From an optimization exercise on the open Yosys and OpenROAD flow, aimed at small area and a short achievable clock period; shortcuts taken in it are not production practice. The RTL was checked by simulation tests, not by an equivalence proof against the original design. No activity file was given, so power comes from the tool's default toggle rates.

### design.v
module full_adder_31 (
    input a,
    input b,
    input ci,
    output reg s,
    output reg co
  );
  reg i;
  reg j;
  reg k;
  always @* begin
    s = a ^ b ^ ci;
    i = a & b;
    j = a & ci;
    k = b & ci;
    co = i | j | k;
  end
endmodule
module thirtytwobit_rca_28 (
    input [31:0] a,
    input [31:0] b,
    input ci,
    output reg [31:0] s,
    output reg co
  );
  wire [(6'h20+0)-1:0] M_fa_s;
  wire [(6'h20+0)-1:0] M_fa_co;
  reg [(6'h20+0)-1:0] M_fa_a;
  reg [(6'h20+0)-1:0] M_fa_b;
  reg [(6'h20+0)-1:0] M_fa_ci;
  genvar GEN_fa0;
  generate
  for (GEN_fa0=0;GEN_fa0<6'h20;GEN_fa0=GEN_fa0+1) begin: fa_gen_0
    full_adder_31 fa (
      .a(M_fa_a[GEN_fa0*(1)+(1)-1-:(1)]),
      .b(M_fa_b[GEN_fa0*(1)+(1)-1-:(1)]),
      .ci(M_fa_ci[GEN_fa0*(1)+(1)-1-:(1)]),
      .s(M_fa_s[GEN_fa0*(1)+(1)-1-:(1)]),
      .co(M_fa_co[GEN_fa0*(1)+(1)-1-:(1)])
    );
  end
  endgenerate
  always @* begin
    M_fa_a = a;
    M_fa_b = b;
    M_fa_ci[0+0-:1] = ci;
    M_fa_ci[1+30-:31] = M_fa_co[0+30-:31];
    s = M_fa_s;
    co = M_fa_co[31+0-:1];
  end
endmodule
module mux_2_25 (
    input s0,
    input g0,
    input g1,
    output reg out
  );
  always @* begin
    case (s0)
      1'h0: begin
        out = g0;
      end
      1'h1: begin
        out = g1;
      end
      default: begin
        out = 1'h0;
      end
    endcase
  end
endmodule
module mux_4_26 (
    input s0,
    input s1,
    input [3:0] in,
    output reg out
  );
  always @* begin
    case ({s1, s0})
      2'h0: begin
        out = in[0+0-:1];
      end
      2'h1: begin
        out = in[1+0-:1];
      end
      2'h2: begin
        out = in[2+0-:1];
      end
      2'h3: begin
        out = in[3+0-:1];
      end
      default: begin
        out = 1'h0;
      end
    endcase
  end
endmodule
module adder_20 (
    input [31:0] a,
    input [31:0] b,
    input [5:0] alufn_signal,
    output reg [31:0] out,
    output reg z,
    output reg v,
    output reg n
  );
  wire [32-1:0] M_ttba_s;
  wire [1-1:0] M_ttba_co;
  reg [32-1:0] M_ttba_a;
  reg [32-1:0] M_ttba_b;
  reg [1-1:0] M_ttba_ci;
  thirtytwobit_rca_28 ttba (
    .a(M_ttba_a),
    .b(M_ttba_b),
    .ci(M_ttba_ci),
    .s(M_ttba_s),
    .co(M_ttba_co)
  );
  always @* begin
    M_ttba_a = a;
    M_ttba_b = b ^ {6'h20{alufn_signal[0+0-:1]}};
    M_ttba_ci = alufn_signal[0+0-:1];
    out = M_ttba_s;
    v = (a[31+0-:1] & ((b[31+0-:1] ^ alufn_signal[0+0-:1])) & ~M_ttba_s[31+0-:1]) | (~a[31+0-:1] & ~(b[31+0-:1] ^ alufn_signal[0+0-:1]) & M_ttba_s[31+0-:1]);
    z = ((~((|M_ttba_s))) == 1'h1) ? 1'h1 : 1'h0;
    n = (M_ttba_s[31+0-:1] == 1'h1) ? 1'h1 : 1'h0;
  end
endmodule
module boolean_21 (
    input [31:0] a,
    input [31:0] b,
    input [5:0] alufn_signal,
    output reg [31:0] bool
  );
  wire [(6'h20+0)-1:0] M_mux_4_32_out;
  reg [(6'h20+0)-1:0] M_mux_4_32_s0;
  reg [(6'h20+0)-1:0] M_mux_4_32_s1;
  reg [(6'h20+0)*4-1:0] M_mux_4_32_in;
  genvar GEN_mux_4_320;
  generate
  for (GEN_mux_4_320=0;GEN_mux_4_320<6'h20;GEN_mux_4_320=GEN_mux_4_320+1) begin: mux_4_32_gen_0
    mux_4_26 mux_4_32 (
      .s0(M_mux_4_32_s0[GEN_mux_4_320*(1)+(1)-1-:(1)]),
      .s1(M_mux_4_32_s1[GEN_mux_4_320*(1)+(1)-1-:(1)]),
      .in(M_mux_4_32_in[GEN_mux_4_320*(3'h4)+(3'h4)-1-:(3'h4)]),
      .out(M_mux_4_32_out[GEN_mux_4_320*(1)+(1)-1-:(1)])
    );
  end
  endgenerate
  always @* begin
    bool = 1'h0;
    M_mux_4_32_in = {6'h20{{alufn_signal[0+3-:4]}}};
    M_mux_4_32_s0 = a;
    M_mux_4_32_s1 = b;
    bool = M_mux_4_32_out;
  end
endmodule
module compare_23 (
    input z,
    input v,
    input n,
    input [5:0] alufn_signal,
    output reg cmp
  );
  wire [1-1:0] M_mux_4_out;
  reg [1-1:0] M_mux_4_s0;
  reg [1-1:0] M_mux_4_s1;
  reg [4-1:0] M_mux_4_in;
  mux_4_26 mux_4 (
    .s0(M_mux_4_s0),
    .s1(M_mux_4_s1),
    .in(M_mux_4_in),
    .out(M_mux_4_out)
  );
  always @* begin
    cmp = 1'h0;
    M_mux_4_s0 = alufn_signal[1+0-:1];
    M_mux_4_s1 = alufn_signal[2+0-:1];
    M_mux_4_in[0+0-:1] = 1'h0;
    M_mux_4_in[1+0-:1] = z;
    M_mux_4_in[2+0-:1] = n ^ v;
    M_mux_4_in[3+0-:1] = z | (n ^ v);
    cmp = M_mux_4_out;
  end
endmodule
module x_bit_shifter_29 (
    input [31:0] a,
    input [4:0] b,
    input [5:0] alufn_signal,
    output reg [31:0] out
  );
  wire [(6'h20+0)-1:0] M_mux_2_16_out;
  reg [(6'h20+0)-1:0] M_mux_2_16_s0;
  reg [(6'h20+0)-1:0] M_mux_2_16_g0;
  reg [(6'h20+0)-1:0] M_mux_2_16_g1;
  genvar GEN_mux_2_160;
  generate
  for (GEN_mux_2_160=0;GEN_mux_2_160<6'h20;GEN_mux_2_160=GEN_mux_2_160+1) begin: mux_2_16_gen_0
    mux_2_25 mux_2_16 (
      .s0(M_mux_2_16_s0[GEN_mux_2_160*(1)+(1)-1-:(1)]),
      .g0(M_mux_2_16_g0[GEN_mux_2_160*(1)+(1)-1-:(1)]),
      .g1(M_mux_2_16_g1[GEN_mux_2_160*(1)+(1)-1-:(1)]),
      .out(M_mux_2_16_out[GEN_mux_2_160*(1)+(1)-1-:(1)])
    );
  end
  endgenerate
  wire [(6'h20+0)-1:0] M_mux_2_8_out;
  reg [(6'h20+0)-1:0] M_mux_2_8_s0;
  reg [(6'h20+0)-1:0] M_mux_2_8_g0;
  reg [(6'h20+0)-1:0] M_mux_2_8_g1;
  genvar GEN_mux_2_80;
  generate
  for (GEN_mux_2_80=0;GEN_mux_2_80<6'h20;GEN_mux_2_80=GEN_mux_2_80+1) begin: mux_2_8_gen_0
    mux_2_25 mux_2_8 (
      .s0(M_mux_2_8_s0[GEN_mux_2_80*(1)+(1)-1-:(1)]),
      .g0(M_mux_2_8_g0[GEN_mux_2_80*(1)+(1)-1-:(1)]),
      .g1(M_mux_2_8_g1[GEN_mux_2_80*(1)+(1)-1-:(1)]),
      .out(M_mux_2_8_out[GEN_mux_2_80*(1)+(1)-1-:(1)])
    );
  end
  endgenerate
  wire [(6'h20+0)-1:0] M_mux_2_4_out;
  reg [(6'h20+0)-1:0] M_mux_2_4_s0;
  reg [(6'h20+0)-1:0] M_mux_2_4_g0;
  reg [(6'h20+0)-1:0] M_mux_2_4_g1;
  genvar GEN_mux_2_40;
  generate
  for (GEN_mux_2_40=0;GEN_mux_2_40<6'h20;GEN_mux_2_40=GEN_mux_2_40+1) begin: mux_2_4_gen_0
    mux_2_25 mux_2_4 (
      .s0(M_mux_2_4_s0[GEN_mux_2_40*(1)+(1)-1-:(1)]),
      .g0(M_mux_2_4_g0[GEN_mux_2_40*(1)+(1)-1-:(1)]),
      .g1(M_mux_2_4_g1[GEN_mux_2_40*(1)+(1)-1-:(1)]),
      .out(M_mux_2_4_out[GEN_mux_2_40*(1)+(1)-1-:(1)])
    );
  end
  endgenerate
  wire [(6'h20+0)-1:0] M_mux_2_2_out;
  reg [(6'h20+0)-1:0] M_mux_2_2_s0;
  reg [(6'h20+0)-1:0] M_mux_2_2_g0;
  reg [(6'h20+0)-1:0] M_mux_2_2_g1;
  genvar GEN_mux_2_20;
  generate
  for (GEN_mux_2_20=0;GEN_mux_2_20<6'h20;GEN_mux_2_20=GEN_mux_2_20+1) begin: mux_2_2_gen_0
    mux_2_25 mux_2_2 (
      .s0(M_mux_2_2_s0[GEN_mux_2_20*(1)+(1)-1-:(1)]),
      .g0(M_mux_2_2_g0[GEN_mux_2_20*(1)+(1)-1-:(1)]),
      .g1(M_mux_2_2_g1[GEN_mux_2_20*(1)+(1)-1-:(1)]),
      .out(M_mux_2_2_out[GEN_mux_2_20*(1)+(1)-1-:(1)])
    );
  end
  endgenerate
  wire [(6'h20+0)-1:0] M_mux_2_1_out;
  reg [(6'h20+0)-1:0] M_mux_2_1_s0;
  reg [(6'h20+0)-1:0] M_mux_2_1_g0;
  reg [(6'h20+0)-1:0] M_mux_2_1_g1;
  genvar GEN_mux_2_10;
  generate
  for (GEN_mux_2_10=0;GEN_mux_2_10<6'h20;GEN_mux_2_10=GEN_mux_2_10+1) begin: mux_2_1_gen_0
    mux_2_25 mux_2_1 (
      .s0(M_mux_2_1_s0[GEN_mux_2_10*(1)+(1)-1-:(1)]),
      .g0(M_mux_2_1_g0[GEN_mux_2_10*(1)+(1)-1-:(1)]),
      .g1(M_mux_2_1_g1[GEN_mux_2_10*(1)+(1)-1-:(1)]),
      .out(M_mux_2_1_out[GEN_mux_2_10*(1)+(1)-1-:(1)])
    );
  end
  endgenerate
  always @* begin
    M_mux_2_16_s0 = {6'h20{b[4+0-:1]}};
    M_mux_2_8_s0 = {6'h20{b[3+0-:1]}};
    M_mux_2_4_s0 = {6'h20{b[2+0-:1]}};
    M_mux_2_2_s0 = {6'h20{b[1+0-:1]}};
    M_mux_2_1_s0 = {6'h20{b[0+0-:1]}};
    M_mux_2_16_g0 = a;
    M_mux_2_8_g0 = M_mux_2_16_out;
    M_mux_2_4_g0 = M_mux_2_8_out;
    M_mux_2_2_g0 = M_mux_2_4_out;
    M_mux_2_1_g0 = M_mux_2_2_out;
    case ({alufn_signal[1+0-:1], alufn_signal[0+0-:1]})
      2'h0: begin
        M_mux_2_16_g1 = {a[0+15-:16], 16'h0000};
        M_mux_2_8_g1 = {M_mux_2_16_out[0+23-:24], 8'h00};
        M_mux_2_4_g1 = {M_mux_2_8_out[0+27-:28], 4'h0};
        M_mux_2_2_g1 = {M_mux_2_4_out[0+29-:30], 2'h0};
        M_mux_2_1_g1 = {M_mux_2_2_out[0+30-:31], 1'h0};
      end
      2'h1: begin
        M_mux_2_16_g1 = {16'h0000, a[16+15-:16]};
        M_mux_2_8_g1 = {8'h00, M_mux_2_16_out[8+23-:24]};
        M_mux_2_4_g1 = {4'h0, M_mux_2_8_out[4+27-:28]};
        M_mux_2_2_g1 = {2'h0, M_mux_2_4_out[2+29-:30]};
        M_mux_2_1_g1 = {1'h0, M_mux_2_2_out[1+30-:31]};
      end
      2'h3: begin
        M_mux_2_16_g1 = {{5'h10{a[31+0-:1]}}, a[16+15-:16]};
        M_mux_2_8_g1 = {{4'h8{a[31+0-:1]}}, M_mux_2_16_out[8+23-:24]};
        M_mux_2_4_g1 = {{3'h4{a[31+0-:1]}}, M_mux_2_8_out[4+27-:28]};
        M_mux_2_2_g1 = {{2'h2{a[31+0-:1]}}, M_mux_2_4_out[2+29-:30]};
        M_mux_2_1_g1 = {a[31+0-:1], M_mux_2_2_out[1+30-:31]};
      end
      default: begin
        M_mux_2_16_g1 = 32'h00000000;
        M_mux_2_8_g1 = 32'h00000000;
        M_mux_2_4_g1 = 32'h00000000;
        M_mux_2_2_g1 = 32'h00000000;
        M_mux_2_1_g1 = 32'h00000000;
      end
    endcase
    out = (alufn_signal[0+1-:2] == 4'ha) ? 32'h00000000 : M_mux_2_1_out;
  end
endmodule
module shifter_22 (
    input [31:0] a,
    input [4:0] b,
    input [5:0] alufn_signal,
    output reg [31:0] shift
  );
  wire [32-1:0] M_shifter_out;
  reg [32-1:0] M_shifter_a;
  reg [5-1:0] M_shifter_b;
  reg [6-1:0] M_shifter_alufn_signal;
  x_bit_shifter_29 shifter (
    .a(M_shifter_a),
    .b(M_shifter_b),
    .alufn_signal(M_shifter_alufn_signal),
    .out(M_shifter_out)
  );
  always @* begin
    shift = 1'h0;
    M_shifter_a = a;
    M_shifter_alufn_signal = alufn_signal;
    M_shifter_b = b;
    shift = M_shifter_out;
  end
endmodule
module rca_adderarray_30 (
    input [31:0] a,
    input [31:0] b,
    output reg [31:0] out
  );
  wire [(5'h1f+0)*32-1:0] M_adderarray_s;
  wire [(5'h1f+0)-1:0] M_adderarray_co;
  wire [(5'h1f+0)*32-1:0] M_adderarray_a;
  wire [(5'h1f+0)*32-1:0] M_adderarray_b;
  wire [(5'h1f+0)-1:0] M_adderarray_ci;
  genvar GEN_adderarray0;
  generate
  for (GEN_adderarray0=0;GEN_adderarray0<5'h1f;GEN_adderarray0=GEN_adderarray0+1) begin: adderarray_gen_0
    thirtytwobit_rca_28 adderarray (
      .a(M_adderarray_a[GEN_adderarray0*(6'h20)+(6'h20)-1-:(6'h20)]),
      .b(M_adderarray_b[GEN_adderarray0*(6'h20)+(6'h20)-1-:(6'h20)]),
      .ci(M_adderarray_ci[GEN_adderarray0*(1)+(1)-1-:(1)]),
      .s(M_adderarray_s[GEN_adderarray0*(6'h20)+(6'h20)-1-:(6'h20)]),
      .co(M_adderarray_co[GEN_adderarray0*(1)+(1)-1-:(1)])
    );
  end
  endgenerate
  genvar GEN_pp0;
  generate
  for (GEN_pp0=0;GEN_pp0<5'h1f;GEN_pp0=GEN_pp0+1) begin: pp_gen_0
    assign M_adderarray_a[GEN_pp0*32+31-:32] = (a << (GEN_pp0 + 1)) & {6'h20{b[GEN_pp0+1]}};
    assign M_adderarray_ci[GEN_pp0+0-:1] = 1'h0;
    if (GEN_pp0 == 0) begin: first
      assign M_adderarray_b[0+31-:32] = a & {6'h20{b[0+0-:1]}};
    end else begin: chain
      assign M_adderarray_b[GEN_pp0*32+31-:32] = M_adderarray_s[(GEN_pp0-1)*32+31-:32];
    end
  end
  endgenerate
  always @* begin
    out = M_adderarray_s[960+31-:32];
  end
endmodule
module multiplier_24 (
    input [31:0] a,
    input [31:0] b,
    output reg [31:0] mul
  );
  wire [32-1:0] M_adderarray_out;
  reg [32-1:0] M_adderarray_a;
  reg [32-1:0] M_adderarray_b;
  rca_adderarray_30 adderarray (
    .a(M_adderarray_a),
    .b(M_adderarray_b),
    .out(M_adderarray_out)
  );
  always @* begin
    mul = 1'h0;
    M_adderarray_a = a;
    M_adderarray_b = b;
    mul = M_adderarray_out;
  end
endmodule
module alu_15 (
    input [31:0] a,
    input [31:0] b,
    input [5:0] alufn_signal,
    output reg [31:0] out,
    output reg [2:0] zvn
  );
  wire [32-1:0] M_adder_out;
  wire [1-1:0] M_adder_z;
  wire [1-1:0] M_adder_v;
  wire [1-1:0] M_adder_n;
  reg [32-1:0] M_adder_a;
  reg [32-1:0] M_adder_b;
  reg [6-1:0] M_adder_alufn_signal;
  adder_20 adder (
    .a(M_adder_a),
    .b(M_adder_b),
    .alufn_signal(M_adder_alufn_signal),
    .out(M_adder_out),
    .z(M_adder_z),
    .v(M_adder_v),
    .n(M_adder_n)
  );
  wire [32-1:0] M_boolean_bool;
  reg [32-1:0] M_boolean_a;
  reg [32-1:0] M_boolean_b;
  reg [6-1:0] M_boolean_alufn_signal;
  boolean_21 boolean (
    .a(M_boolean_a),
    .b(M_boolean_b),
    .alufn_signal(M_boolean_alufn_signal),
    .bool(M_boolean_bool)
  );
  wire [32-1:0] M_shifter_shift;
  reg [32-1:0] M_shifter_a;
  reg [5-1:0] M_shifter_b;
  reg [6-1:0] M_shifter_alufn_signal;
  shifter_22 shifter (
    .a(M_shifter_a),
    .b(M_shifter_b),
    .alufn_signal(M_shifter_alufn_signal),
    .shift(M_shifter_shift)
  );
  wire [1-1:0] M_compare_cmp;
  reg [1-1:0] M_compare_z;
  reg [1-1:0] M_compare_v;
  reg [1-1:0] M_compare_n;
  reg [6-1:0] M_compare_alufn_signal;
  compare_23 compare (
    .z(M_compare_z),
    .v(M_compare_v),
    .n(M_compare_n),
    .alufn_signal(M_compare_alufn_signal),
    .cmp(M_compare_cmp)
  );
  wire [32-1:0] M_multiplier_mul;
  reg [32-1:0] M_multiplier_a;
  reg [32-1:0] M_multiplier_b;
  multiplier_24 multiplier (
    .a(M_multiplier_a),
    .b(M_multiplier_b),
    .mul(M_multiplier_mul)
  );
  wire [(6'h20+0)-1:0] M_mux_a_out;
  reg [(6'h20+0)-1:0] M_mux_a_s0;
  reg [(6'h20+0)-1:0] M_mux_a_g0;
  reg [(6'h20+0)-1:0] M_mux_a_g1;
  genvar GEN_mux_a0;
  generate
  for (GEN_mux_a0=0;GEN_mux_a0<6'h20;GEN_mux_a0=GEN_mux_a0+1) begin: mux_a_gen_0
    mux_2_25 mux_a (
      .s0(M_mux_a_s0[GEN_mux_a0*(1)+(1)-1-:(1)]),
      .g0(M_mux_a_g0[GEN_mux_a0*(1)+(1)-1-:(1)]),
      .g1(M_mux_a_g1[GEN_mux_a0*(1)+(1)-1-:(1)]),
      .out(M_mux_a_out[GEN_mux_a0*(1)+(1)-1-:(1)])
    );
  end
  endgenerate
  wire [(6'h20+0)-1:0] M_mux_b_out;
  reg [(6'h20+0)-1:0] M_mux_b_s0;
  reg [(6'h20+0)-1:0] M_mux_b_s1;
  reg [(6'h20+0)*4-1:0] M_mux_b_in;
  genvar GEN_mux_b0;
  generate
  for (GEN_mux_b0=0;GEN_mux_b0<6'h20;GEN_mux_b0=GEN_mux_b0+1) begin: mux_b_gen_0
    mux_4_26 mux_b (
      .s0(M_mux_b_s0[GEN_mux_b0*(1)+(1)-1-:(1)]),
      .s1(M_mux_b_s1[GEN_mux_b0*(1)+(1)-1-:(1)]),
      .in(M_mux_b_in[GEN_mux_b0*(3'h4)+(3'h4)-1-:(3'h4)]),
      .out(M_mux_b_out[GEN_mux_b0*(1)+(1)-1-:(1)])
    );
  end
  endgenerate
  integer i;
  always @* begin
    M_mux_b_in = 128'h00000000000000000000000000000000;
    M_adder_a = a;
    M_adder_b = b;
    M_adder_alufn_signal = alufn_signal;
    zvn[0+0-:1] = M_adder_z;
    zvn[1+0-:1] = M_adder_v;
    zvn[2+0-:1] = M_adder_n;
    out = M_adder_out;
    M_compare_z = M_adder_z;
    M_compare_v = M_adder_v;
    M_compare_n = M_adder_n;
    M_compare_alufn_signal = alufn_signal;
    M_boolean_a = a;
    M_boolean_b = b;
    M_boolean_alufn_signal = alufn_signal;
    M_shifter_a = a;
    M_shifter_b = b[0+4-:5];
    M_shifter_alufn_signal = alufn_signal;
    M_multiplier_a = a;
    M_multiplier_b = b;
    M_mux_a_g0 = M_adder_out;
    M_mux_a_g1 = M_multiplier_mul;
    M_mux_a_s0 = {6'h20{alufn_signal[1+0-:1]}};
    for (i = 1'h0; i < 6'h20; i = i + 1) begin
      M_mux_b_in[(i)*4+0+0-:1] = M_mux_a_out[(i)*1+0-:1];
      M_mux_b_in[(i)*4+1+0-:1] = M_boolean_bool[(i)*1+0-:1];
      M_mux_b_in[(i)*4+2+0-:1] = M_shifter_shift[(i)*1+0-:1];
      M_mux_b_in[(i)*4+3+0-:1] = (i == 1'h0) ? M_compare_cmp : 1'h0;
    end
    M_mux_b_s0 = {6'h20{alufn_signal[4+0-:1]}};
    M_mux_b_s1 = {6'h20{alufn_signal[5+0-:1]}};
    out = M_mux_b_out;
  end
endmodule
module control_unit_14 (
    input clk,
    input irq,
    input z,
    input rst,
    input [5:0] opcode,
    input slowclk,
    input ia31,
    output reg [2:0] pcsel,
    output reg wasel,
    output reg asel,
    output reg ra2sel,
    output reg bsel,
    output reg [5:0] alufn,
    output reg [1:0] wdsel,
    output reg werf,
    output reg wr
  );
  localparam CU_ROM = 1088'h7001018d80c2c06067001015980bcc0586700101dd80eac0736700101098082c04067001008d8042c020670010059803cc0186700100dd806ac0336700100098002c000608d5046882344e00248d1380081802040a700138009c004e002700138009c004e002700138009c004e002700138009c004e002700138009c004e002700138009c004e002;
  reg M_irq_sampler_d, M_irq_sampler_q;
  always @* begin
    M_irq_sampler_d = M_irq_sampler_q;
    if (~M_irq_sampler_q) begin
      M_irq_sampler_d = irq;
    end
    pcsel = CU_ROM[(opcode)*17+14+2-:3];
    wasel = CU_ROM[(opcode)*17+13+0-:1];
    asel = CU_ROM[(opcode)*17+12+0-:1];
    ra2sel = CU_ROM[(opcode)*17+11+0-:1];
    bsel = CU_ROM[(opcode)*17+10+0-:1];
    alufn = CU_ROM[(opcode)*17+4+5-:6];
    wdsel = CU_ROM[(opcode)*17+2+1-:2];
    werf = CU_ROM[(opcode)*17+1+0-:1];
    wr = CU_ROM[(opcode)*17+0+0-:1];
    case (opcode)
      6'h1d: begin
        case (z)
          1'h0: begin
            pcsel = 3'h0;
          end
          1'h1: begin
            pcsel = 3'h1;
          end
        endcase
      end
      6'h1e: begin
        case (z)
          1'h0: begin
            pcsel = 3'h1;
          end
          1'h1: begin
            pcsel = 3'h0;
          end
        endcase
      end
    endcase
    if (M_irq_sampler_q & slowclk & ~ia31) begin
      pcsel = 3'h4;
      wasel = 1'h1;
      werf = 1'h1;
      wdsel = 2'h0;
      wr = 1'h0;
      M_irq_sampler_d = 1'h0;
    end
    if (rst) begin
      wr = 1'h0;
    end
  end
  always @(posedge clk) begin
    if (rst == 1'b1) begin
      M_irq_sampler_q <= 1'h0;
    end else begin
      M_irq_sampler_q <= M_irq_sampler_d;
    end
  end
endmodule
module pc_unit_17 (
    input clk,
    input rst,
    input slowclk,
    input [15:0] id,
    input [2:0] pcsel,
    input [31:0] reg_data_1,
    output reg [31:0] pc_4,
    output reg [31:0] pc_4_sxtc,
    output reg [31:0] pcsel_out,
    output reg [31:0] ia
  );
  reg [31:0] M_pc_d, M_pc_q;
  reg [31:0] pcsel_out_sig;
  reg [31:0] pc_4_sxtc_32_sig;
  reg [31:0] pc_4_sxtc_sig;
  reg [31:0] pc_4_sig;
  always @* begin
    M_pc_d = M_pc_q;
    pc_4_sig = 1'h0;
    pc_4_sxtc_sig = 1'h0;
    pcsel_out_sig = 1'h0;
    pc_4_sig = {M_pc_q[31+0-:1], M_pc_q[0+30-:31] + 3'h4};
    pc_4_sxtc_32_sig = M_pc_q + 3'h4 + 3'h4 * {{5'h10{id[15+0-:1]}}, id};
    pc_4_sxtc_sig = {M_pc_q[31+0-:1], pc_4_sxtc_32_sig[0+30-:31]};
    case (pcsel)
      3'h0: begin
        pcsel_out_sig = {pc_4_sig[2+29-:30], 2'h0};
      end
      3'h1: begin
        pcsel_out_sig = {pc_4_sxtc_sig[2+29-:30], 2'h0};
      end
      3'h2: begin
        pcsel_out_sig = (M_pc_q[31+0-:1] == 1'h0) ? {1'h0, reg_data_1[2+28-:29], 2'h0} : {reg_data_1[2+29-:30], 2'h0};
      end
      3'h3: begin
        pcsel_out_sig = 32'h80000004;
      end
      3'h4: begin
        pcsel_out_sig = 32'h80000008;
      end
      3'h5: begin
        pcsel_out_sig = 32'h80000008;
      end
      3'h6: begin
        pcsel_out_sig = 32'h80000008;
      end
      3'h7: begin
        pcsel_out_sig = 32'h80000008;
      end
      default: begin
        pcsel_out_sig = M_pc_q;
      end
    endcase
    if (slowclk) begin
      M_pc_d = pcsel_out_sig;
    end
    case (rst)
      1'h1: begin
        M_pc_d = 32'h80000000;
      end
    endcase
    ia = M_pc_q;
    pc_4 = {pc_4_sig[2+29-:30], 2'h0};
    pc_4_sxtc = pc_4_sxtc_sig;
    pcsel_out = pcsel_out_sig;
  end
  always @(posedge clk) begin
    M_pc_q <= M_pc_d;
  end
endmodule
module regfile_memory_27 (
    input clk,
    input rst,
    input [4:0] read_address_1,
    input [4:0] read_address_2,
    output reg [31:0] reg_data_1,
    output reg [31:0] reg_data_2,
    input [4:0] write_address,
    input [31:0] write_data,
    input write_enable
  );
  reg [1023:0] M_registers_d, M_registers_q;
  always @* begin
    M_registers_d = M_registers_q;
    reg_data_1 = 1'h0;
    reg_data_2 = 1'h0;
    case (read_address_1)
      5'h00: begin
        reg_data_1 = M_registers_q[0+31-:32];
      end
      5'h01: begin
        reg_data_1 = M_registers_q[32+31-:32];
      end
      5'h02: begin
        reg_data_1 = M_registers_q[64+31-:32];
      end
      5'h03: begin
        reg_data_1 = M_registers_q[96+31-:32];
      end
      5'h04: begin
        reg_data_1 = M_registers_q[128+31-:32];
      end
      5'h05: begin
        reg_data_1 = M_registers_q[160+31-:32];
      end
      5'h06: begin
        reg_data_1 = M_registers_q[192+31-:32];
      end
      5'h07: begin
        reg_data_1 = M_registers_q[224+31-:32];
      end
      5'h08: begin
        reg_data_1 = M_registers_q[256+31-:32];
      end
      5'h09: begin
        reg_data_1 = M_registers_q[288+31-:32];
      end
      5'h0a: begin
        reg_data_1 = M_registers_q[320+31-:32];
      end
      5'h0b: begin
        reg_data_1 = M_registers_q[352+31-:32];
      end
      5'h0c: begin
        reg_data_1 = M_registers_q[384+31-:32];
      end
      5'h0d: begin
        reg_data_1 = M_registers_q[416+31-:32];
      end
      5'h0e: begin
        reg_data_1 = M_registers_q[448+31-:32];
      end
      5'h0f: begin
        reg_data_1 = M_registers_q[480+31-:32];
      end
      5'h10: begin
        reg_data_1 = M_registers_q[512+31-:32];
      end
      5'h11: begin
        reg_data_1 = M_registers_q[544+31-:32];
      end
      5'h12: begin
        reg_data_1 = M_registers_q[576+31-:32];
      end
      5'h13: begin
        reg_data_1 = M_registers_q[608+31-:32];
      end
      5'h14: begin
        reg_data_1 = M_registers_q[640+31-:32];
      end
      5'h15: begin
        reg_data_1 = M_registers_q[672+31-:32];
      end
      5'h16: begin
        reg_data_1 = M_registers_q[704+31-:32];
      end
      5'h17: begin
        reg_data_1 = M_registers_q[736+31-:32];
      end
      5'h18: begin
        reg_data_1 = M_registers_q[768+31-:32];
      end
      5'h19: begin
        reg_data_1 = M_registers_q[800+31-:32];
      end
      5'h1a: begin
        reg_data_1 = M_registers_q[832+31-:32];
      end
      5'h1b: begin
        reg_data_1 = M_registers_q[864+31-:32];
      end
      5'h1c: begin
        reg_data_1 = M_registers_q[896+31-:32];
      end
      5'h1d: begin
        reg_data_1 = M_registers_q[928+31-:32];
      end
      5'h1e: begin
        reg_data_1 = M_registers_q[960+31-:32];
      end
      5'h1f: begin
        reg_data_1 = 32'h00000000;
      end
    endcase
    case (read_address_2)
      5'h00: begin
        reg_data_2 = M_registers_q[0+31-:32];
      end
      5'h01: begin
        reg_data_2 = M_registers_q[32+31-:32];
      end
      5'h02: begin
        reg_data_2 = M_registers_q[64+31-:32];
      end
      5'h03: begin
        reg_data_2 = M_registers_q[96+31-:32];
      end
      5'h04: begin
        reg_data_2 = M_registers_q[128+31-:32];
      end
      5'h05: begin
        reg_data_2 = M_registers_q[160+31-:32];
      end
      5'h06: begin
        reg_data_2 = M_registers_q[192+31-:32];
      end
      5'h07: begin
        reg_data_2 = M_registers_q[224+31-:32];
      end
      5'h08: begin
        reg_data_2 = M_registers_q[256+31-:32];
      end
      5'h09: begin
        reg_data_2 = M_registers_q[288+31-:32];
      end
      5'h0a: begin
        reg_data_2 = M_registers_q[320+31-:32];
      end
      5'h0b: begin
        reg_data_2 = M_registers_q[352+31-:32];
      end
      5'h0c: begin
        reg_data_2 = M_registers_q[384+31-:32];
      end
      5'h0d: begin
        reg_data_2 = M_registers_q[416+31-:32];
      end
      5'h0e: begin
        reg_data_2 = M_registers_q[448+31-:32];
      end
      5'h0f: begin
        reg_data_2 = M_registers_q[480+31-:32];
      end
      5'h10: begin
        reg_data_2 = M_registers_q[512+31-:32];
      end
      5'h11: begin
        reg_data_2 = M_registers_q[544+31-:32];
      end
      5'h12: begin
        reg_data_2 = M_registers_q[576+31-:32];
      end
      5'h13: begin
        reg_data_2 = M_registers_q[608+31-:32];
      end
      5'h14: begin
        reg_data_2 = M_registers_q[640+31-:32];
      end
      5'h15: begin
        reg_data_2 = M_registers_q[672+31-:32];
      end
      5'h16: begin
        reg_data_2 = M_registers_q[704+31-:32];
      end
      5'h17: begin
        reg_data_2 = M_registers_q[736+31-:32];
      end
      5'h18: begin
        reg_data_2 = M_registers_q[768+31-:32];
      end
      5'h19: begin
        reg_data_2 = M_registers_q[800+31-:32];
      end
      5'h1a: begin
        reg_data_2 = M_registers_q[832+31-:32];
      end
      5'h1b: begin
        reg_data_2 = M_registers_q[864+31-:32];
      end
      5'h1c: begin
        reg_data_2 = M_registers_q[896+31-:32];
      end
      5'h1d: begin
        reg_data_2 = M_registers_q[928+31-:32];
      end
      5'h1e: begin
        reg_data_2 = M_registers_q[960+31-:32];
      end
      5'h1f: begin
        reg_data_2 = 32'h00000000;
      end
    endcase
    case (write_enable)
      1'h0: begin
        M_registers_d = M_registers_q;
      end
      1'h1: begin
        case (write_address)
          5'h1f: begin
            M_registers_d[992+31-:32] = M_registers_q[992+31-:32];
          end
          default: begin
            M_registers_d[(5'h10 * write_address[4+0-:1] + 4'h8 * write_address[3+0-:1] + 3'h4 * write_address[2+0-:1] + 2'h2 * write_address[1+0-:1] + 1'h1 * write_address[0+0-:1])*32+31-:32] = write_data;
          end
        endcase
      end
    endcase
  end
  always @(posedge clk) begin
    if (rst == 1'b1) begin
      M_registers_q <= 1024'h0000000000000000000000000000000000000000000000000000000000000000000000000000000000000000000000000000000000000000000000000000000000000000000000000000000000000000000000000000000000000000000000000000000000000000000000000000000000000000000000000000000000000000;
    end else begin
      M_registers_q <= M_registers_d;
    end
  end
endmodule
module regfile_unit_16 (
    input clk,
    input rst,
    input [4:0] ra,
    input [4:0] rb,
    input [4:0] rc,
    input wasel,
    input ra2sel,
    input werf,
    input [31:0] wdsel_out,
    input slowclk,
    output reg z,
    output reg [31:0] reg_data_1,
    output reg [31:0] reg_data_2,
    output reg [31:0] mwd
  );
  wire [32-1:0] M_regfile_reg_data_1;
  wire [32-1:0] M_regfile_reg_data_2;
  reg [5-1:0] M_regfile_read_address_1;
  reg [5-1:0] M_regfile_read_address_2;
  reg [5-1:0] M_regfile_write_address;
  reg [32-1:0] M_regfile_write_data;
  reg [1-1:0] M_regfile_write_enable;
  regfile_memory_27 regfile (
    .clk(clk),
    .rst(rst),
    .read_address_1(M_regfile_read_address_1),
    .read_address_2(M_regfile_read_address_2),
    .write_address(M_regfile_write_address),
    .write_data(M_regfile_write_data),
    .write_enable(M_regfile_write_enable),
    .reg_data_1(M_regfile_reg_data_1),
    .reg_data_2(M_regfile_reg_data_2)
  );
  reg [4:0] ra2sel_out;
  reg [4:0] wasel_out;
  always @* begin
    ra2sel_out = 1'h0;
    wasel_out = 1'h0;
    z = 1'h0;
    mwd = 1'h0;
    M_regfile_write_enable = 1'h0;
    if (slowclk) begin
      M_regfile_write_enable = werf;
    end
    case (ra2sel)
      1'h0: begin
        ra2sel_out = rb;
      end
      1'h1: begin
        ra2sel_out = rc;
      end
      default: begin
        ra2sel_out = rb;
      end
    endcase
    case (wasel)
      1'h0: begin
        wasel_out = rc;
      end
      1'h1: begin
        wasel_out = 5'h1e;
      end
      default: begin
        wasel_out = rc;
      end
    endcase
    M_regfile_read_address_2 = ra2sel_out;
    M_regfile_read_address_1 = ra;
    M_regfile_write_address = wasel_out;
    M_regfile_write_data = wdsel_out;
    z = ~(|M_regfile_reg_data_1);
    reg_data_1 = M_regfile_reg_data_1;
    reg_data_2 = M_regfile_reg_data_2;
    mwd = M_regfile_reg_data_2;
  end
endmodule
module beta_cpu_7 (
    input clk,
    input slowclk,
    input rst,
    input irq,
    input [31:0] instruction,
    input [31:0] mem_data_input,
    output reg [31:0] ia,
    output reg [31:0] mem_data_address,
    output reg [31:0] mem_data_output,
    output reg wr
  );
  wire [3-1:0] M_control_system_pcsel;
  wire [1-1:0] M_control_system_wasel;
  wire [1-1:0] M_control_system_asel;
  wire [1-1:0] M_control_system_ra2sel;
  wire [1-1:0] M_control_system_bsel;
  wire [6-1:0] M_control_system_alufn;
  wire [2-1:0] M_control_system_wdsel;
  wire [1-1:0] M_control_system_werf;
  wire [1-1:0] M_control_system_wr;
  reg [1-1:0] M_control_system_irq;
  reg [1-1:0] M_control_system_z;
  reg [6-1:0] M_control_system_opcode;
  reg [1-1:0] M_control_system_slowclk;
  reg [1-1:0] M_control_system_ia31;
  control_unit_14 control_system (
    .clk(clk),
    .rst(rst),
    .irq(M_control_system_irq),
    .z(M_control_system_z),
    .opcode(M_control_system_opcode),
    .slowclk(M_control_system_slowclk),
    .ia31(M_control_system_ia31),
    .pcsel(M_control_system_pcsel),
    .wasel(M_control_system_wasel),
    .asel(M_control_system_asel),
    .ra2sel(M_control_system_ra2sel),
    .bsel(M_control_system_bsel),
    .alufn(M_control_system_alufn),
    .wdsel(M_control_system_wdsel),
    .werf(M_control_system_werf),
    .wr(M_control_system_wr)
  );
  wire [32-1:0] M_alu_system_out;
  wire [3-1:0] M_alu_system_zvn;
  reg [32-1:0] M_alu_system_a;
  reg [32-1:0] M_alu_system_b;
  reg [6-1:0] M_alu_system_alufn_signal;
  alu_15 alu_system (
    .a(M_alu_system_a),
    .b(M_alu_system_b),
    .alufn_signal(M_alu_system_alufn_signal),
    .out(M_alu_system_out),
    .zvn(M_alu_system_zvn)
  );
  wire [1-1:0] M_regfile_system_z;
  wire [32-1:0] M_regfile_system_reg_data_1;
  wire [32-1:0] M_regfile_system_reg_data_2;
  wire [32-1:0] M_regfile_system_mwd;
  reg [5-1:0] M_regfile_system_ra;
  reg [5-1:0] M_regfile_system_rb;
  reg [5-1:0] M_regfile_system_rc;
  reg [1-1:0] M_regfile_system_wasel;
  reg [1-1:0] M_regfile_system_ra2sel;
  reg [1-1:0] M_regfile_system_werf;
  reg [32-1:0] M_regfile_system_wdsel_out;
  reg [1-1:0] M_regfile_system_slowclk;
  regfile_unit_16 regfile_system (
    .clk(clk),
    .rst(rst),
    .ra(M_regfile_system_ra),
    .rb(M_regfile_system_rb),
    .rc(M_regfile_system_rc),
    .wasel(M_regfile_system_wasel),
    .ra2sel(M_regfile_system_ra2sel),
    .werf(M_regfile_system_werf),
    .wdsel_out(M_regfile_system_wdsel_out),
    .slowclk(M_regfile_system_slowclk),
    .z(M_regfile_system_z),
    .reg_data_1(M_regfile_system_reg_data_1),
    .reg_data_2(M_regfile_system_reg_data_2),
    .mwd(M_regfile_system_mwd)
  );
  wire [32-1:0] M_pc_system_pc_4;
  wire [32-1:0] M_pc_system_pc_4_sxtc;
  wire [32-1:0] M_pc_system_pcsel_out;
  wire [32-1:0] M_pc_system_ia;
  reg [1-1:0] M_pc_system_slowclk;
  reg [16-1:0] M_pc_system_id;
  reg [3-1:0] M_pc_system_pcsel;
  reg [32-1:0] M_pc_system_reg_data_1;
  pc_unit_17 pc_system (
    .clk(clk),
    .rst(rst),
    .slowclk(M_pc_system_slowclk),
    .id(M_pc_system_id),
    .pcsel(M_pc_system_pcsel),
    .reg_data_1(M_pc_system_reg_data_1),
    .pc_4(M_pc_system_pc_4),
    .pc_4_sxtc(M_pc_system_pc_4_sxtc),
    .pcsel_out(M_pc_system_pcsel_out),
    .ia(M_pc_system_ia)
  );
  reg [31:0] asel_out;
  reg [31:0] bsel_out;
  reg [31:0] wdsel_out;
  always @* begin
    ia = 1'h0;
    mem_data_address = 1'h0;
    mem_data_output = 1'h0;
    wr = 1'h0;
    M_control_system_irq = 1'h0;
    M_control_system_slowclk = 1'h0;
    M_control_system_ia31 = 1'h0;
    M_control_system_opcode = 1'h0;
    M_control_system_z = 1'h0;
    M_regfile_system_ra2sel = 1'h0;
    M_regfile_system_wasel = 1'h0;
    M_regfile_system_ra = 1'h0;
    M_regfile_system_rb = 1'h0;
    M_regfile_system_rc = 1'h0;
    M_regfile_system_werf = 1'h0;
    M_regfile_system_slowclk = 1'h0;
    M_pc_system_slowclk = 1'h0;
    M_pc_system_id = 1'h0;
    M_pc_system_reg_data_1 = 1'h0;
    M_pc_system_pcsel = 1'h0;
    M_alu_system_alufn_signal = M_control_system_alufn;
    case (M_control_system_asel)
      1'h0: begin
        asel_out = M_regfile_system_reg_data_1;
      end
      1'h1: begin
        asel_out = {1'h0, M_pc_system_pc_4_sxtc[0+30-:31]};
      end
      default: begin
        asel_out = M_regfile_system_reg_data_1;
      end
    endcase
    case (M_control_system_bsel)
      1'h0: begin
        bsel_out = M_regfile_system_reg_data_2;
      end
      1'h1: begin
        bsel_out = {{5'h10{instruction[15+0-:1]}}, instruction[0+15-:16]};
      end
      default: begin
        bsel_out = M_regfile_system_reg_data_2;
      end
    endcase
    case (M_control_system_wdsel)
      2'h0: begin
        wdsel_out = M_pc_system_pc_4;
      end
      2'h1: begin
        wdsel_out = M_alu_system_out;
      end
      2'h2: begin
        wdsel_out = mem_data_input;
      end
      default: begin
        wdsel_out = M_alu_system_out;
      end
    endcase
    M_alu_system_a = asel_out;
    M_alu_system_b = bsel_out;
    M_regfile_system_wdsel_out = wdsel_out;
    ia = M_pc_system_ia;
    mem_data_address = M_alu_system_out;
    mem_data_output = M_regfile_system_reg_data_2;
    wr = M_control_system_wr;
    M_control_system_irq = irq;
    M_control_system_slowclk = slowclk;
    M_control_system_ia31 = M_pc_system_ia[31+0-:1];
    M_control_system_opcode = instruction[26+5-:6];
    M_control_system_z = M_regfile_system_z;
    M_pc_system_slowclk = slowclk;
    M_pc_system_id = instruction[0+15-:16];
    M_pc_system_reg_data_1 = M_regfile_system_reg_data_1;
    M_pc_system_pcsel = M_control_system_pcsel;
    M_regfile_system_ra2sel = M_control_system_ra2sel;
    M_regfile_system_wasel = M_control_system_wasel;
    M_regfile_system_ra = instruction[16+4-:5];
    M_regfile_system_rb = instruction[11+4-:5];
    M_regfile_system_rc = instruction[21+4-:5];
    M_regfile_system_werf = M_control_system_werf;
    M_regfile_system_slowclk = slowclk;
  end
endmodule
### constraint.sdc
create_clock -name core_clock -period 66.0 [get_ports {clk}]
set_input_delay 13.2000 -clock core_clock [delete_from_list [all_inputs] [get_ports {clk}]]
set_output_delay 13.2000 -clock core_clock [all_outputs]
set_load 0.01 [all_outputs]
### run.sh
#!/bin/bash
# synth_recipe.tcl (not shown) runs the flow's synth.tcl, then flattens the netlist and writes it again
# the make line also repeats each setting of config.mk as NAME=value (left out here)
make -C /OpenROAD-flow-scripts/flow DESIGN_CONFIG=/design/flow/config.mk WORK_HOME=/design/flow/orfs CLKGATE_MAP_FILE= SYNTH_SCRIPT=/design/flow/synth_recipe.tcl finish
### config.mk
export PLATFORM = sky130hd
export DESIGN_NAME = beta_cpu_7
export DESIGN_NICKNAME = beta_cpu_7
export VERILOG_FILES = /design/flow/design.v
export SDC_FILE = /design/flow/constraint.sdc
export NUM_CORES = 8
export LEC_CHECK = 0
export CAP_MARGIN = 20
export CORE_MARGIN = 2
export CORE_UTILIZATION = 40
export PLACE_DENSITY = 0.6
export SLEW_MARGIN = 20
==> results.toml <==
[floorplanning]
dieArea_mm2 = 0.228
initial_core_util_pct = 40.3
die_x_um = 478
die-height_um = 478
ios = 165
rows = 173
fp.coreArea_mm2 = 0.223

[grt]
track_usage_pct = 45.8
grt_antenna_before_repair = 72
grt_first_pass_wirelength_mm = 762
grt_pass1_vias = 98371
grt_overflow = 0
grt_max_degree = 207

[timing]
finalSetupViolCount = 0
hold_viol = 0
worst_pin_slew_ns = 1.33
drv_slew = 0
finClkSkew_ns = 0.0804
rsz0062_at_grt = "no"
slew_headroom_pct = 11.6
max_freq_mhz = 15.5
finalSetupTns_ns = 0
finalCritPeriodShare_pct = 97.7
finalCriticalPeriod_ns = 64.51

[synth]
netlist.top_cell.by_area = "dfxtp_1"
synth_seq_area_share_pct = 22.8
synthCells = 11939
synth_cell_types = 114
async_reset_ff_share_pct = 0
ys_top_cells_by_area = "dfxtp_1 23%, fa_1 10%, nand3_1 7.5%"
ys_warn_count = 17
synth_seq_cells = 1023
synth_edf_count = 0
synth_area_mm2 = 0.0898
synth.avg_cell_area_um2 = 7.52
netlist.area_leader.share_pct = 22.8
synth_ff_type = "dfxtp_1"

[critical_path]
worstSetupEndpointType = "primary output"
arrival_ns = 51.31
critical-path-slowest-cell = "a311oi_4"
worstPathMaxFanout = 15
worst_path_most_repeated_cell = "fa_1"
start_kind = "input port"
crit_type = "input port to primary output"
cp_top_family = "adder cells"
required_ns = 52.80
cp_num_buf_inv = 10
cp_slowest_stage_delay_ns = 0.97

[clock_network]
cts-root-buf = "clkbuf_16"
clockBufferDepth = 3
clock_latency_ns = 0.82
cts.sinks = 1023
cts_resized = 0
numCtsBuffers = 103
postCtsSetupRepairBufs = 0
htree_num_levels = 3
cts_tree = "done"
ctsHoldBuffers = 0
clk_pin_slew_ns = 0.07

[cells_and_area]
fillers = 22605
design_area_mm2 = 0.0987
multi_input_area_mm2 = 0.0650
area_growth_pct = 9.98
instances_no_fill = 14470
drive_gt1_share_pct = 9.66
nNetsFinal = 12024
regArea_mm2 = 0.0205
final_util_pct = 44.3

[placement]
place.detailed.hpwl_mm = 361
io_buffers = 162
dp.cells = 14235
dpl-instance-area_mm2 = 0.0952
gp_congestion = 1.06

[route]
drc = 0
via_per_inst = 7.37
drt_wl_total_mm = 547
vias = 106642
drt_iter0_markers = 20963
wl_per_cell_um = 37.8
postRouteAntennaNets = 0
dr.pass1.iters = 15

[outcome]
status = "no timing/DRC/antenna violations"

[power]
total_power_uw = 5010
vdd_drop_max_mv = 0.0747
p_per_area_mw_per_mm2 = 50.7
p_leak_uw = 0.0350

[min_path]
hold_path.class = "flop to flop"

[flow_run]
cap_violations = 0
==> power breakdown <==
part           internal, µW  leakage [µW]  total [µW]  switching (µW)
Clock                   331       0.00166         618             287
Sequential              632       0.00824         654            21.9
Combinational          1430        0.0251        3740            2300
Total                  2400        0.0350        5010            2610
==> synthesized netlist by cell type, types with 35 or more instances <==
cell       instances
nor3_1           165
mux2_2            45
mux4_2            51
xor2_1            49
a22oi_1          594
a22o_1           143
o311ai_0          56
buf_1            145
inv_1            122
dfxtp_1         1023
buf_4             50
ha_1             122
a31oi_1           97
o21ai_0         1133
nand2b_1          54
nor2b_1           69
nor2_1          1167
a21oi_1          554
o21ai_1          363
a2111oi_0         68
or2_2             53
a311oi_1          61
mux2i_1          278
a21o_1            42
o221ai_1          54
o31ai_1           43
o211ai_1         136
o22ai_1           81
and3_1            38
buf_2            109
a221oi_1         190
xnor2_1          190
or3_1             35
fa_1             467
and2_1            51
a222oi_1          35
nand4_1          175
nand2_1          849
nor4_1            44
nand3_1         1348
clkbuf_1        1040
a211oi_1         180
==> cell families (layout without fill, tap and decap cells) <==
logic type	count (synthesis)	after routing	synth area share, %
fa+ha+maj	590	590	12.1
buf+inv	1491	995	6.75
xor+xnor	248	248	2.53
simple gates	4104	4104	21.0
flops	1023	1023	22.8
mux	377	377	5.00
compound gates	4105	4105	29.8
other cells	1	53	0.00418
==> registers in the layout, indices dropped and copies added (netlist names) <==
register / count
control_system.M_irq_sampler_q: 1
pc_system.M_pc_q: 30
regfile_system.regfile.M_registers_q: 992
==> tightest hold or removal path: cells and delay by family, from the launching register on <==
family             cells  cell delay, ns
AOI/OAI and AO/OA      1            0.05
and+or+nand+nor        1            0.06
DFF                    1            0.32
==> layout by cell type (no fill, tap or decap), types with 45 or more instances in the layout <==
cell and instances:
and2_1 50, mux2_2 45, nand4_1 175, a2111oi_0 68, o221ai_1 54, o21ai_1 342
nand2_1 848, inv_1 122, o21ai_0 1124, diode_2 51, buf_4 517, nor2b_1 63
o311ai_0 55, xnor2_1 162, nor2_1 1130, clkbuf_16 103, a311oi_1 61, a21oi_1 545
ha_1 117, nor3_1 161, a221oi_1 190, o211ai_1 136, a211oi_1 180, mux4_2 51
nand3_1 1339, a31oi_1 96, dfxtp_1 1023, nand2b_1 51, o22ai_1 79, or2_2 45
fa_1 467, a22o_1 143, mux2i_1 229, a22oi_1 591, clkdlybuf4s50_1 156
==> stage by stage <==
stage          hold slack [ns]  worst slack, ns
2_1_floorplan            0.452             4.83
3_3_place_gp             0.462             2.08
3_5_place_dp             0.469             1.81
4_1_cts                  0.479             1.76
5_1_grt                  0.493            0.487
6_report                 0.480             1.49
==> layout make-up <==
type / count / share of cell area, %
clock buffer: 141 / 2.92
antenna: 51 / 0.129
multi-input combinational: 9426 / 65.8
tap: 2975 / 3.77
clock inverter: 41 / 0.495
timing repair buffer: 682 / 5.63
inverter: 131 / 0.506
sequential: 1023 / 20.7
==> path summary, 6_finish.rpt <==
path	to	start	cells past startpoint	slack, ns
max	mem_data_address[31]	instruction[30]	97	1.49
min	regfile_system.regfile.M_registers_q[879]$_SDFFE_PP0P_	regfile_system.regfile.M_registers_q[879]$_SDFFE_PP0P_	2	0.48
max reg2reg	regfile_system.regfile.M_registers_q[319]$_SDFFE_PP0P_	regfile_system.regfile.M_registers_q[480]$_SDFFE_PP0P_	86	33.52
min reg2reg	regfile_system.regfile.M_registers_q[879]$_SDFFE_PP0P_	regfile_system.regfile.M_registers_q[879]$_SDFFE_PP0P_	2	0.48
==> metal layers <==
layer	GRT usage [%]	up-vias	routed length, µm
met3	18.9	2953	82400
met4	35.9	49	54200
met5	1.32	-	725
li1	-	43096	-
met1	55.6	50947	194000
met2	63.4	9597	215000

==> afterwards: timing with drivers on the ports <==
The flow's constraints put no driver on any port. The routed layout listed below was extracted and timed again, unchanged, in two steps.
Step 1, drivers: a clkbuf_16 drives clk and a buf_2 each remaining input, both assumed.
Step 2 times the ports against the registers' clock, not the clock port: input delays grow and output delays shrink by t, the midpoint of the rising clock arrivals with the driver on.
Three values: ideal ports, drivers, drivers and shift; two values: the first two.
t (ns): 0.856
setup slack, ns: 1.487 / 1.445 / 1.445
clock arrival spread, ns: 0.080 / 0.080
pins driven straight from the clock port: 1
After both steps this run still meets setup and hold. For this run, drivers alone change the setup slack by -0.042 ns; drivers and shift together by -0.042 ns.
